What follows belongs to an exercise in optimizing a design on an open flow for small area, a short achievable clock period and few clock cycles; a production flow would make more cautious choices.
Function was checked by simulation only, so behaviour that the tests miss may differ from the original.

$ cat run.sh
#!/bin/bash
# synth_recipe.tcl (not shown) runs the flow's synth.tcl, then flattens the netlist and writes it again
# the make line also repeats each setting of config.mk as NAME=value (left out here)
make -C /OpenROAD-flow-scripts/flow DESIGN_CONFIG=/design/flow/config.mk WORK_HOME=/design/flow/orfs CLKGATE_MAP_FILE= SYNTH_SCRIPT=/design/flow/synth_recipe.tcl finish
$ cat config.mk
export PLATFORM = sky130hd
export DESIGN_NAME = bitcoin_hash
export DESIGN_NICKNAME = bitcoin_hash
export VERILOG_FILES = /design/flow/design.v
export SDC_FILE = /design/flow/constraint.sdc
export NUM_CORES = 8
export LEC_CHECK = 0
export ABC_AREA = 1
export CAP_MARGIN = 30
export CORE_MARGIN = 2
export CORE_UTILIZATION = 50
export CTS_CLUSTER_DIAMETER = 90
export CTS_CLUSTER_SIZE = 26
export PLACE_DENSITY = 0.65
export SETUP_SLACK_MARGIN = 4.8
export SLEW_MARGIN = 30
$ cat design.v
module bitcoin_hash(input logic clk, reset_n, start,
                    input logic [15:0] message_addr, output_addr,
                    output logic done, mem_we,
                    output logic [15:0] mem_addr,
                    output logic [31:0] mem_write_data,
                    input logic [31:0] mem_read_data);
localparam logic [2047:0] K_ALL = {
   32'h428a2f98,32'h71374491,32'hb5c0fbcf,32'he9b5dba5,32'h3956c25b,32'h59f111f1,32'h923f82a4,32'hab1c5ed5,
   32'hd807aa98,32'h12835b01,32'h243185be,32'h550c7dc3,32'h72be5d74,32'h80deb1fe,32'h9bdc06a7,32'hc19bf174,
   32'he49b69c1,32'hefbe4786,32'h0fc19dc6,32'h240ca1cc,32'h2de92c6f,32'h4a7484aa,32'h5cb0a9dc,32'h76f988da,
   32'h983e5152,32'ha831c66d,32'hb00327c8,32'hbf597fc7,32'hc6e00bf3,32'hd5a79147,32'h06ca6351,32'h14292967,
   32'h27b70a85,32'h2e1b2138,32'h4d2c6dfc,32'h53380d13,32'h650a7354,32'h766a0abb,32'h81c2c92e,32'h92722c85,
   32'ha2bfe8a1,32'ha81a664b,32'hc24b8b70,32'hc76c51a3,32'hd192e819,32'hd6990624,32'hf40e3585,32'h106aa070,
   32'h19a4c116,32'h1e376c08,32'h2748774c,32'h34b0bcb5,32'h391c0cb3,32'h4ed8aa4a,32'h5b9cca4f,32'h682e6ff3,
   32'h748f82ee,32'h78a5636f,32'h84c87814,32'h8cc70208,32'h90befffa,32'ha4506ceb,32'hbef9a3f7,32'hc67178f2
};
localparam logic [255:0] IV = {32'h6a09e667, 32'hbb67ae85, 32'h3c6ef372, 32'ha54ff53a,
                               32'h510e527f, 32'h9b05688c, 32'h1f83d9ab, 32'h5be0cd19};
function automatic logic [31:0] kc(input logic [5:0] i);
   kc = K_ALL[(63-i)*32 +: 32];
endfunction
function automatic logic [31:0] iv(input logic [2:0] i);
   iv = IV[(7-i)*32 +: 32];
endfunction
function automatic logic [31:0] rotr(input logic [31:0] x, input int r);
   rotr = (x >> r) | (x << (32-r));
endfunction
function automatic logic [63:0] csa(input logic [31:0] x, y, z);
   logic [31:0] u;
   u = x ^ y;
   csa = {u ^ z, ((u & z) | (~u & x)) << 1};
endfunction
function automatic logic [63:0] c42(input logic [31:0] x1, x2, x3, x4);
   logic [31:0] u, uv, co, ci, sm, cy;
   u  = x1 ^ x2;
   uv = u ^ x3 ^ x4;
   co = (u & x3) | (~u & x1);
   ci = {co[30:0], 1'b0};
   sm = uv ^ ci;
   cy = (uv & ci) | (~uv & x4);
   c42 = {sm, cy << 1};
endfunction
function automatic logic [31:0] add_ks(input logic [31:0] x, y);
   logic [31:0] gg, pp, g2, p2;
   gg = x & y;
   pp = x ^ y;
   for (int dd = 1; dd < 32; dd = dd * 2) begin
      g2 = gg; p2 = pp;
      for (int i = dd; i < 32; i++) begin
         g2[i] = gg[i] | (pp[i] & gg[i-dd]);
         p2[i] = pp[i] & pp[i-dd];
      end
      gg = g2; pp = p2;
   end
   add_ks = (x ^ y) ^ {gg[30:0], 1'b0};
endfunction
function automatic logic [31:0] add_bk(input logic [31:0] x, y);
   logic [31:0] gg, pp;
   gg = x & y;
   pp = x ^ y;
   for (int dd = 1; dd < 32; dd = dd * 2)
      for (int i = 2*dd - 1; i < 32; i += 2*dd) begin
         gg[i] = gg[i] | (pp[i] & gg[i-dd]);
         pp[i] = pp[i] & pp[i-dd];
      end
   for (int dd = 8; dd >= 1; dd = dd / 2)
      for (int i = 3*dd - 1; i < 32; i += 2*dd) begin
         gg[i] = gg[i] | (pp[i] & gg[i-dd]);
         pp[i] = pp[i] & pp[i-dd];
      end
   add_bk = (x ^ y) ^ {gg[30:0], 1'b0};
endfunction
function automatic logic [63:0] round(input logic [31:0] a, b, c, d, e, f, g, hk);
   logic [31:0] s0, s1, ch, mj, u, p1, q1, p3, q3, p4, q4;
   s1 = rotr(e, 6) ^ rotr(e, 11) ^ rotr(e, 25);
   ch = (e & f) ^ (~e & g);
   s0 = rotr(a, 2) ^ rotr(a, 13) ^ rotr(a, 22);
   mj = (a & b) ^ (a & c) ^ (b & c);
   u  = (e & (hk ^ f)) | (~e & (hk ^ g));    
   p1 = u ^ s1;
   q1 = ((u & s1) | (~u & hk)) << 1;         
   {p3, q3} = c42(s0, mj, p1, q1);
   {p4, q4} = csa(p1, q1, d);
   round = {add_ks(p3, q3), add_ks(p4, q4)};
endfunction
function automatic logic [31:0] wnext(input logic [31:0] w0, w1, w9, w14);
   logic [31:0] x, y;
   {x, y} = c42(w9, w0, rotr(w14, 17) ^ rotr(w14, 19) ^ (w14 >> 10),
                rotr(w1, 7) ^ rotr(w1, 18) ^ (w1 >> 3));
   wnext = x + y;
endfunction
localparam logic [1:0] P_LOAD = 2'd0, P_ONE = 2'd1, P_RUN = 2'd2;
logic        busy;
logic [1:0]  ph;
logic [6:0]  cyc;
logic [4:0]  na;          
logic [3:0]  nw;          
logic [5:0]  kidx;        
logic        c_inj, c_injiv, c_injhk, c_ffiv, c_ffr, c_err, c_topexp, c_topmem;
logic        c_wn, c_w8, c_w280, c_kring, c_kiv, c_kfold, c_bw8, c_bw100;
logic [3:0]  c_ffw;       
logic [3:0]  c_hkw;       
logic [1:0]  c_fj, c_ivi;
logic [31:0] a, b, c, d, e, f, g, hk, kreg;
logic [31:0] w [16];
logic [31:0] ra [4];      
logic [31:0] re [4];      
logic [31:0] ba, bb, bc, bd, be, bf, bg, bhk, bkreg;
logic [31:0] bw [16];
logic [31:0] a_rnd, e_rnd, ba_rnd, be_rnd;
always_comb begin
   {a_rnd, e_rnd}   = round(a, b, c, d, e, f, g, hk);
   {ba_rnd, be_rnd} = round(ba, bb, bc, bd, be, bf, bg, bhk);
end
logic [31:0] wexp, bwexp;
always_comb begin
   wexp  = wnext(w[0], w[1], w[9], w[14]);
   bwexp = wnext(bw[0], bw[1], bw[9], bw[14]);
end
logic [31:0] hx, hy, hk_n, bhx, bhy, bhk_n;
always_comb begin
   {hx, hy} = csa(g, kreg, w[1]);
   hk_n = add_bk(hx, hy);
   {bhx, bhy} = csa(bg, bkreg, bw[1]);
   bhk_n = add_bk(bhx, bhy);
end
logic [31:0] kv, kva, kvb;
always_comb begin
   kv = kc(kidx);
   if (c_kiv)
      kva = iv({1'b1, c_fj});               
   else if (c_kring)
      kva = re[2];                          
   else
      kva = kv;
   if (c_kfold)
      kvb = kc(6'd63) + iv(3'd0);           
   else
      kvb = kv;
end
logic [6:0] cyc_n;
logic [1:0] ph_n;
logic [4:0] na_n;
logic [5:0] kidx_n;
always_comb begin
   if (!busy) begin
      cyc_n = 7'd51;
      ph_n  = P_LOAD;
      na_n  = 5'd0;
   end else if (cyc == 7'd67) begin
      cyc_n = 7'd0;
      ph_n  = (ph == P_LOAD) ? P_ONE : P_RUN;
      na_n  = (ph == P_RUN) ? na + 5'd1 : 5'd0;
   end else begin
      cyc_n = cyc + 7'd1;
      ph_n  = ph;
      na_n  = na;
   end
   if (cyc_n == 7'd66)
      kidx_n = 6'd0;
   else if (cyc_n >= 7'd62 && cyc_n <= 7'd65)
      kidx_n = kidx;
   else
      kidx_n = kidx + 6'd1;
end
always_ff @(posedge clk) begin
   cyc  <= cyc_n;
   ph   <= ph_n;
   na   <= na_n;
   kidx <= kidx_n;
   if (!busy)
      nw <= 4'd0;
   else if (ph != P_LOAD && cyc == 7'd55)
      nw <= nw + 4'd1;
   c_inj     <= (cyc_n >= 7'd64);
   c_injiv   <= (ph_n == P_LOAD);
   c_injhk   <= (ph_n == P_ONE);
   c_ffiv    <= (ph_n == P_ONE);
   c_fj      <= 2'd1 - cyc_n[1:0];
   c_ivi     <= 2'd3 - cyc_n[1:0];
   c_ffr     <= (ph_n == P_ONE) && (cyc_n >= 7'd62) && (cyc_n <= 7'd65);
   c_err     <= (ph_n == P_ONE) && (cyc_n >= 7'd64);
   c_kiv     <= (ph_n == P_ONE) && (cyc_n >= 7'd62) && (cyc_n <= 7'd65);
   c_kring   <= (ph_n == P_RUN) && (cyc_n >= 7'd62) && (cyc_n <= 7'd65);
   c_kfold   <= (cyc_n == 7'd61);
   for (int i = 0; i < 4; i++) begin
      c_ffw[i] <= (ph_n == P_RUN) && (cyc_n == 7'd62 + i);
      c_hkw[i] <= (ph_n == P_RUN) && (cyc_n == 7'd64 + i);
   end
   c_topexp  <= (cyc_n < 7'd48);
   c_topmem  <= (cyc_n >= 7'd52) && (ph_n == P_LOAD || cyc_n <= 7'd54);
   c_wn      <= (ph_n != P_LOAD) && (cyc_n == 7'd55);
   c_w8      <= (ph_n != P_LOAD) && (cyc_n == 7'd56);
   c_w280    <= (ph_n != P_LOAD) && (cyc_n == 7'd67);
   c_bw8     <= (cyc_n == 7'd60);
   c_bw100   <= (cyc_n == 7'd67);
end
logic [31:0] wtop, bwtop;
always_comb begin
   if (c_topexp)
      wtop = wexp;
   else if (c_topmem)
      wtop = mem_read_data;
   else
      wtop = {c_w8, 21'd0, c_w280, 1'b0, c_w280, 3'd0, nw & {4{c_wn}}};
   if (c_topexp)
      bwtop = bwexp;
   else
      bwtop = {c_bw8, 22'd0, c_bw100, 8'd0};
end
logic [31:0] ffa;
always_comb ffa = add_bk(b, c_ffiv ? iv({1'b0, c_fj}) : ra[2]);
always_ff @(posedge clk) begin
   b <= a; c <= b; d <= c;
   f <= e; g <= f;
   if (c_inj) begin
      if (c_injiv) begin
         a <= iv({1'b0, c_ivi});    
         e <= iv({1'b1, c_ivi});    
      end else begin
         a <= ra[0];
         e <= c_injhk ? hk : re[0];
      end
   end else begin
      a <= a_rnd;
      e <= e_rnd;
   end
   hk   <= hk_n;
   kreg <= kva;
   ra[0] <= ra[1]; ra[2] <= ra[3]; ra[3] <= ra[0];
   ra[1] <= c_ffr ? ffa : ra[2];
   re[0] <= re[1]; re[1] <= re[2]; re[2] <= re[3];
   re[3] <= c_err ? hk : re[0];
   for (int i = 0; i < 15; i++) w[i] <= w[i+1];
   w[15] <= wtop;
   bb <= ba; bc <= bb; bd <= bc;
   bf <= be; bg <= bf;
   if (c_inj) begin
      ba <= iv({1'b0, c_ivi});
      be <= iv({1'b1, c_ivi});
   end else begin
      ba <= ba_rnd;
      be <= be_rnd;
   end
   bhk   <= bhk_n;
   bkreg <= kvb;
   for (int i = 0; i < 15; i++) bw[i] <= bw[i+1];
   bw[15] <= bwtop;
   if (c_ffw[0]) bw[8] <= ffa;     
   if (c_ffw[1]) bw[6] <= ffa;     
   if (c_ffw[2]) bw[4] <= ffa;     
   if (c_ffw[3]) bw[2] <= ffa;     
   if (c_hkw[0]) bw[10] <= hk;     
   if (c_hkw[1]) bw[8]  <= hk;     
   if (c_hkw[2]) bw[6]  <= hk;     
   if (c_hkw[3]) bw[4]  <= hk;     
end
assign mem_write_data = ba;
always_ff @(posedge clk, negedge reset_n) begin
   if (!reset_n) begin
      busy   <= 1'b0;
      done   <= 1'b0;
      mem_we <= 1'b0;
   end else begin
      mem_we <= 1'b0;
      if (!busy) begin
         if (start) begin
            busy <= 1'b1;
            done <= 1'b0;
         end
      end else if (ph == P_RUN && na != 5'd0 && cyc == 7'd63) begin
         mem_we <= 1'b1;
      end else if (ph == P_RUN && na == 5'd16 && cyc == 7'd64) begin
         busy <= 1'b0;
         done <= 1'b1;
      end
   end
end
always_ff @(posedge clk) begin
   if (!busy)
      mem_addr <= message_addr;
   else if (ph == P_LOAD)
      mem_addr <= mem_addr + 16'd1;
   else if (cyc == 7'd50)
      mem_addr <= message_addr + 16'd16;
   else if (cyc == 7'd51 || cyc == 7'd52)
      mem_addr <= mem_addr + 16'd1;
   else if (cyc == 7'd63)
      mem_addr <= output_addr + {12'd0, na[3:0] - 4'd1};
end
endmodule
$ cat constraint.sdc
create_clock -name core_clock -period 8.5 [get_ports {clk}]
set_input_delay 1.7000 -clock core_clock [delete_from_list [all_inputs] [get_ports {clk}]]
set_output_delay 1.7000 -clock core_clock [all_outputs]
set_load 0.01 [all_outputs]
==> results.json, run 1 <==
{
  "status": "timing/DRC/antenna clean",
  "initial_core_util_pct": 50.3,
  "clock_latency_ps": 800,
  "synth_compound_area_share_pct": 13.4,
  "antenna_found_initial": 17,
  "path_max_fanout": 6,
  "cts_buffers": 93,
  "cp_common_cell": "nand2_1",
  "core_sq_um": 165000,
  "clock_sink_count": 1921,
  "syn_avg_cell_area_sq_um": 8.38,
  "crit_arrival_ps": 4350,
  "synthAdderAreaFrac_pct": 6.54,
  "cts_tree": "done",
  "hp-class": "flop to flop",
  "fin_setup_tns_ps": 0,
  "ant_nets": 0,
  "synth_top_family_by_area": "simple AND/OR/NAND/NOR gates",
  "synth_seq_cells": 1921,
  "drc": 0,
  "ios": 117,
  "synth_nets": 10300,
  "die_w_um": 411,
  "ys.warnings.count": 5,
  "place_congestion": 0.999,
  "clock_skew_ps": 60.7,
  "dieArea_sq_um": 169000,
  "maxCapViolCount": 0,
  "slew_viol_final": 0,
  "h-tree-depth": 3,
  "grt_pass1_wl_mm": 420,
  "syn_area_sq_um": 82900,
  "finalSetupViolCount": 0,
  "yosys.area.top_type_share_pct": 45.9,
  "placed_area_sq_um": 86400,
  "layout-drive-gt1-share_pct": 13.9,
  "slew_headroom_pct": 25.6,
  "yosysSeqAreaShare_pct": 46.6,
  "required_ps": 9140,
  "async_flop_share_pct": 0.156,
  "synthFlopType": "dfxtp_1",
  "grt_pass1_vias": 62900,
  "yosys.cell_types.count": 71,
  "hold_ws_ps": 302,
  "ys_top_cells_by_area": "dfxtp_1, nand2_1, xor2_1",
  "rows": 149,
  "rsz0062_at_grt": "true",
  "cts_root_buf": "clkbuf_16",
  "cpMaxStageDelayCell": "dfxtp_4",
  "cp_num_buf_inv": 3,
  "fill_cells": 14800,
  "critPathKind": "flop to flop",
  "slowest_delay_ps": 390,
  "max_freq_ghz": 0.269,
  "end_kind": "flop",
  "routed_wl_mm": 298,
  "hold_viol": 0,
  "grt_usage_pct": 33.9,
  "path_cells": "xnor2_1, xor2_2, buf_4, xor2_2, or2_1, nand2_1, xnor2_2, xnor2_1, inv_1, ha_1, nand2_1, nor2_1, nand2_1, o211ai_1, a21oi_2, inv_1, a21oi_1, xor2_1, o21ai_0",
  "post-synth-top-area-cell": "dfxtp_1",
  "drtIter0Drc": 6740,
  "fin_area_sq_um": 95500,
  "cp-start-kind": "flop",
  "cts_max_path_buffers": 3,
  "grt_max_degree": 89,
  "routedWlPerCell_um": 24.1,
  "min_period_ps": 3720,
  "critPathTopFamily": "XOR/XNOR gates",
  "synth_edf_count": 16,
  "die_height_um": 411,
  "yosys.area_share.xor_xnor_pct": 11.4,
  "io_buffers": 116,
  "fin_crit_sh_pct": 43.7,
  "area_delta_synth_final_pct": 15.2,
  "worst_pin_slew_ps": 1110,
  "synthSimpleGateAreaFrac_pct": 16.3,
  "viasPerCell": 5.52,
  "clk_pin_slew_worst_paths_ps": 100,
  "place_hpwl_mm": 234,
  "grt-ovfl-total": 0,
  "synthCells": 9899,
  "nets": 10600,
  "first_pass_iters": 8,
  "muxShareOfSynthArea_pct": 0.0136,
  "cts_hold_buffers": 0,
  "vias": 68300
}
## Yosys cell counts (28+ instances only)
cell type     n
nand2_1    1979
dfxtp_1    1902
inv_1      1017
o21ai_0     772
nor2_1      721
a21oi_1     674
xor2_1      587
xnor2_1     403
ha_1        315
nand3_1     281
clkbuf_1    182
nor3_1       75
or2_2        74
a21boi_0     67
o211ai_1     66
o22ai_1      66
fa_1         53
or2_1        50
a22oi_1      48
nand4_1      47
a21o_1       44
xnor2_2      43
maj3_1       42
a31oi_1      32
o21ai_1      30
o21bai_1     30
o221ai_1     28
## state kept, by name (all words and copies together) (netlist names), 128 cells and up
signal and cells:
bw 512, ra 128, re 128, w 512
## stage by stage
stage               utilization [%]  cells  setup WS (ps)
finish                         58.0  12400           4780
global route                   58.0  12400           4610
CTS                            55.4  12200           4800
detailed placement             52.4  12000           3960
global placement               52.4  12000           4020
floorplan                         -   9899           4860
## routing by layer
metal  up-vias  routed length, um  GRT usage, %
met5         -                 24             0
met4         4              16900          15.0
met3       600              21400          4.33
met2      2594             131000          52.9
met1     32600             130000          46.9
li1      32400                  -             -
## worst reg2reg max path: cells and delay by family (launching register included)
family                     cells  cell delay [ps]
AOI/OAI and AO/OA              4              710
and+or+nand+nor                5              480
DFF                            1              390
buffers and inverters          3              320
xor gates and xnor gates       6             1280
adders and majority gates      1              370
## timing repair
item                       CTS  global route
buffers inserted            63           131
resized for setup          454           785
setup endpoints to repair  298           221
gates cloned                 2             0
pin swaps                   54           228
## path summary, 6_finish.rpt
path                            start   endpoint  slack [ps]  cells past startpoint
max in group asynchronous     reset_n       done        7250                      1
max reg2reg                     e[16]      a[17]        4780                     19
min in group asynchronous     reset_n       busy        1100                      1
max                             e[16]      a[17]        4780                     19
min                        bw[10][28]  bw[9][28]         300                      0
min reg2reg                bw[10][28]  bw[9][28]         300                      0
## cells in the final DEF, fill, tap and decap left out, types with 24 or more instances in the layout
cell	netlist	routed
nand3_1	281	263
ha_1	315	259
inv_1	1017	1000
a21oi_4	0	31
nor2_1	721	670
o21bai_1	30	24
xor2_2	7	89
nor3_1	75	70
o211ai_1	66	66
o21ai_1	30	92
fa_1	53	41
a22oi_1	48	47
o21ai_0	772	638
nand2_2	9	107
a21oi_1	674	560
clkbuf_16	0	93
a21o_1	44	44
a31oi_1	32	25
dfxtp_4	0	85
o221ai_1	28	28
xnor2_1	403	344
xor2_4	0	26
o22ai_1	66	64
a21oi_2	0	83
dfxtp_1	1902	1682
xnor2_2	43	80
buf_4	0	233
xor2_1	587	479
or2_2	74	74
o21ai_2	1	60
nand4_1	47	47
nor2_2	3	43
maj3_1	42	42
or2_1	50	50
clkdlybuf4s50_1	0	116
or3_1	24	24
nand2_1	1979	1875
a21boi_0	67	54
ha_4	0	38
dfxtp_2	0	135
## cell families after synthesis
group / Yosys count
AND/OR/NAND/NOR: 3305
AO/OA/AOI/OAI: 1970
flip-flops: 1921
buffers and inverters: 1252
XOR/XNOR: 1040
adder cells (fa/ha/maj): 410
multiplexers: 1
## final cells by class
cell class                      count  area [sq um]  share of cell area, %
Tap cell                         2189          2740                   2.87
Clock buffer                      102          2370                   2.48
Sequential cell                  1921         39100                   40.9
Multi-Input combinational cell   6726         43800                   45.9
Antenna cell                        5          12.5                 0.0131
Timing Repair Buffer              364          3150                   3.30
Clock inverter                     29           419                  0.439
Timing Repair inverter              1          5.00                0.00524
Inverter                         1033          3900                   4.08
Testbench counts, summed over its fixed seeds: cycles 39,648.
==> run 2: changes to the inputs <==
--- a/config.mk
+++ b/config.mk
@@ -8,9 +8,9 @@
 export ABC_AREA = 1
 export CAP_MARGIN = 30
 export CORE_MARGIN = 2
-export CORE_UTILIZATION = 50
+export CORE_UTILIZATION = 60
 export CTS_CLUSTER_DIAMETER = 90
 export CTS_CLUSTER_SIZE = 26
-export PLACE_DENSITY = 0.65
+export PLACE_DENSITY = 0.78
 export SETUP_SLACK_MARGIN = 4.8
 export SLEW_MARGIN = 30
==> results.json, run 2 <==
{
  "grt_pass1_vias": 65100,
  "h-tree-depth": 3,
  "yosysSeqAreaShare_pct": 46.6,
  "cts_root_buf": "clkbuf_16",
  "fin_setup_tns_ps": 0,
  "synth_most_common_cell": "nand2_1",
  "grt-ovfl-total": 0,
  "slew_viol_final": 0,
  "slew_headroom_pct": 27.0,
  "ys_top_cells_by_area": "dfxtp_1, nand2_1, xor2_1",
  "vias": 70000,
  "clock_sink_count": 1921,
  "drtIter0Drc": 7813,
  "reg_top3": "bw: 512 flops, w: 512 flops",
  "final_common_cell": "nand2_1",
  "cpMaxStageDelayCell": "dfxtp_2",
  "placed_cells": 11600,
  "cts_buffers": 90,
  "syn_area_sq_um": 82900,
  "cts_max_path_buffers": 3,
  "clk_pin_slew_worst_paths_ps": 110,
  "rsz0062_at_grt": "true",
  "cp_common_cell": "nand2_1",
  "syn_avg_cell_area_sq_um": 8.38,
  "clock_skew_ps": 85.0,
  "nets": 10600,
  "viasPerCell": 5.85,
  "synthCells": 9899,
  "min_from": "bw[2][2]",
  "worst_pin_slew_ps": 1090,
  "ios": 117,
  "rows": 136,
  "place_congestion": 1.01,
  "finalSetupViolCount": 0,
  "grt_max_degree": 89,
  "cts_tree": "done",
  "critPathTopFamily": "compound AO/OA/AOI/OAI gates",
  "reg2regPathDepth": 20,
  "layout-drive-gt1-share_pct": 13.2,
  "io_buffers": 116,
  "critPathKind": "flop to flop",
  "synth_edf_count": 16,
  "r2r_end": "a[28]",
  "final_cells": 12000,
  "required_ps": 9240,
  "grt_pass1_wl_mm": 411,
  "drc": 0,
  "hold_path_depth": 0,
  "end_kind": "flop",
  "yosys.cell_types.count": 71,
  "slowest_delay_ps": 400,
  "status": "timing/DRC/antenna clean",
  "first_pass_iters": 8,
  "hp-class": "flop to flop",
  "holdPathEnd": "bw[1][2]",
  "post-synth-top-area-cell": "dfxtp_1",
  "path_cells": "inv_1, o21ai_1, nand2_1, nand2_1, xor2_2, or2_1, nand2_1, xnor2_2, o21ai_0, ha_4, a21oi_2, o21ai_0, a21oi_1, nand3_2, a21o_1, nand3_1, nand2_1, nand2_1, nand3_1, nand2_1",
  "synthFlopType": "dfxtp_1",
  "die_w_um": 376,
  "r2r_slack_ps": 4760,
  "fill_cells": 10800,
  "ant_nets": 0,
  "yosys-top-cells-count": "nand2_1, dfxtp_1, inv_1, o21ai_0, nor2_1",
  "area_delta_synth_final_pct": 13.9,
  "place_hpwl_mm": 223,
  "crit_arrival_ps": 4490,
  "top_layer_used": "met5",
  "core_sq_um": 137000,
  "seqCellArea_sq_um": 39100,
  "synth_nets": 10300,
  "routedWlPerCell_um": 24.4,
  "async_flop_share_pct": 0.156,
  "most-common-layout-cells": "nand2_1, dfxtp_1, inv_1",
  "maxCapViolCount": 0,
  "synth_seq_cells": 1921,
  "path_max_fanout": 4,
  "yosys.area.top_type_share_pct": 45.9,
  "wl_met1_mm": 117,
  "grt_usage_pct": 39.4,
  "die_height_um": 376,
  "cp-start-kind": "flop",
  "min_period_ps": 3740,
  "cp_num_buf_inv": 1,
  "wl_met2_mm": 124,
  "multiInputGateArea_sq_um": 43400,
  "dr_wl_met3_mm": 27.3,
  "r2r_start": "g[14]",
  "fin_crit_sh_pct": 44.1,
  "ys.warnings.count": 5,
  "hold_viol": 0,
  "routed_wl_mm": 292,
  "clock_latency_ps": 810,
  "antenna_found_initial": 9,
  "max_freq_ghz": 0.267,
  "initial_core_util_pct": 60.4,
  "dieArea_sq_um": 141000
}
## run 2: cell types whose count changed in the layout (fill, tap and decap cells not counted), moves of 6 or more
| cell | before | now |
|---|---|---|
| xor2_1 | 479 | 495 |
| a21oi_1 | 560 | 572 |
| xor2_2 | 89 | 78 |
| dfxtp_1 | 1682 | 1692 |
| dfxtp_2 | 135 | 125 |
| a21oi_2 | 83 | 74 |
| o21ai_0 | 638 | 647 |
| clkinv_16 | 1 | 8 |
| nand3_2 | 20 | 13 |
| xnor2_4 | 22 | 15 |
| inv_12 | 6 | 0 |
| o21ai_2 | 60 | 54 |
## run 2: per-layer routing
layer,vias up,track usage (%)
met3,886,6.50
met4,8,25.2
met1,33200,52.3
li1,32300,-
met2,3520,59.5
met5,-,0
## run 2: what timing repair did
item / in CTS / in global routing
buffers inserted: 56 / 137
hold buffers: 0 / 0
pin swaps: 59 / 239
setup endpoints to repair: 260 / 219
cloned: 0 / 1
gates resized for setup: 384 / 754
## run 2: cells by family (layout without fill, tap and decap cells)
| logic type | Yosys count | in the layout | synth area share (%) |
|---|---|---|---|
| other cells | 0 | 2 | 0 |
| xor+xnor | 1040 | 1040 | 11.4 |
| buf+inv | 1252 | 1509 | 5.72 |
| simple gates | 3305 | 3305 | 16.3 |
| flops | 1921 | 1921 | 46.6 |
| compound gates | 1970 | 1970 | 13.4 |
| mux | 1 | 1 | 0.0136 |
| fa+ha+maj | 410 | 410 | 6.54 |
## run 2: worst max-delay path by stage
stage / startpoint / end / slack [ps] / depth (start not counted)
final: g[14] / a[28] / 4760 / 20
after global routing: be[4] / ba[31] / 4550 / 19
after CTS: g[21] / a[24] / 4740 / 17
after detailed placement: cyc[1] / bw[8][31] / 4070 / 23
after global placement: c_ivi[0] / bw[6][31] / 4090 / 18
after floorplan: c_injhk / bw[6][31] / 4860 / 23
## run 2: cell type report
| type | instances | area share (%) |
|---|---|---|
| clock buffer | 95 | 2.43 |
| timing repair buffer | 356 | 3.22 |
| inverter | 1033 | 4.12 |
| multi-input combinational | 6726 | 45.9 |
| clock inverter | 25 | 0.506 |
| sequential | 1921 | 41.4 |
| tap | 1794 | 2.38 |
| antenna | 2 | 0.00530 |
## run 2: per-stage QoR
step	hold slack [ps]	setup WS [ps]	cell area, sq um	utilization [%]
floorplan	310	4860	82900	-
global placement	310	4090	85800	62.5
detailed placement	312	4070	85900	62.6
CTS	283	4740	90300	65.8
global route	291	4550	94400	68.8
finish	279	4760	94400	68.8
## run 2: worst register-to-register path: cells and delay by family (launching register included)
family	cells	cell delay [ps]
AOI/OAI and AO/OA	6	1320
xor gates and xnor gates	2	470
adders and majority gates	1	290
buffers and inverters	1	60
DFF	1	400
and+or+nand+nor	10	1110

==> re-timing with driven ports <==
Ports are ideal in the flow. The routed layouts listed here were re-timed in OpenROAD.
Step 1: set_driving_cell puts a clkbuf_16 on clk and a buf_2 on each other input, an assumption about the parent block.
Step 2 also shifts input and output timing later by t, the mid clock arrival at the registers, as if the neighbouring blocks saw the same clock.
a / b / c = no drivers / after step 1 / after step 2; a / b = the first two.
| run | t (ns) | slack for setup (ns) | latest minus earliest clock arrival (ns) | slew at the worst register clock pin (ns) |
|---|---|---|---|---|
| run 1 | 0.853 | 4.785 / 4.771 / 4.214 | 0.063 / 0.062 | 0.11 / 0.11 |
| run 2 | 0.853 | 4.755 / 4.748 / 4.303 | 0.087 / 0.087 | 0.11 / 0.11 |
After both steps setup and hold are still met in every run listed. For run 1, which loses most, drivers alone change the setup slack by -0.014 ns; drivers and shift together by -0.571 ns.
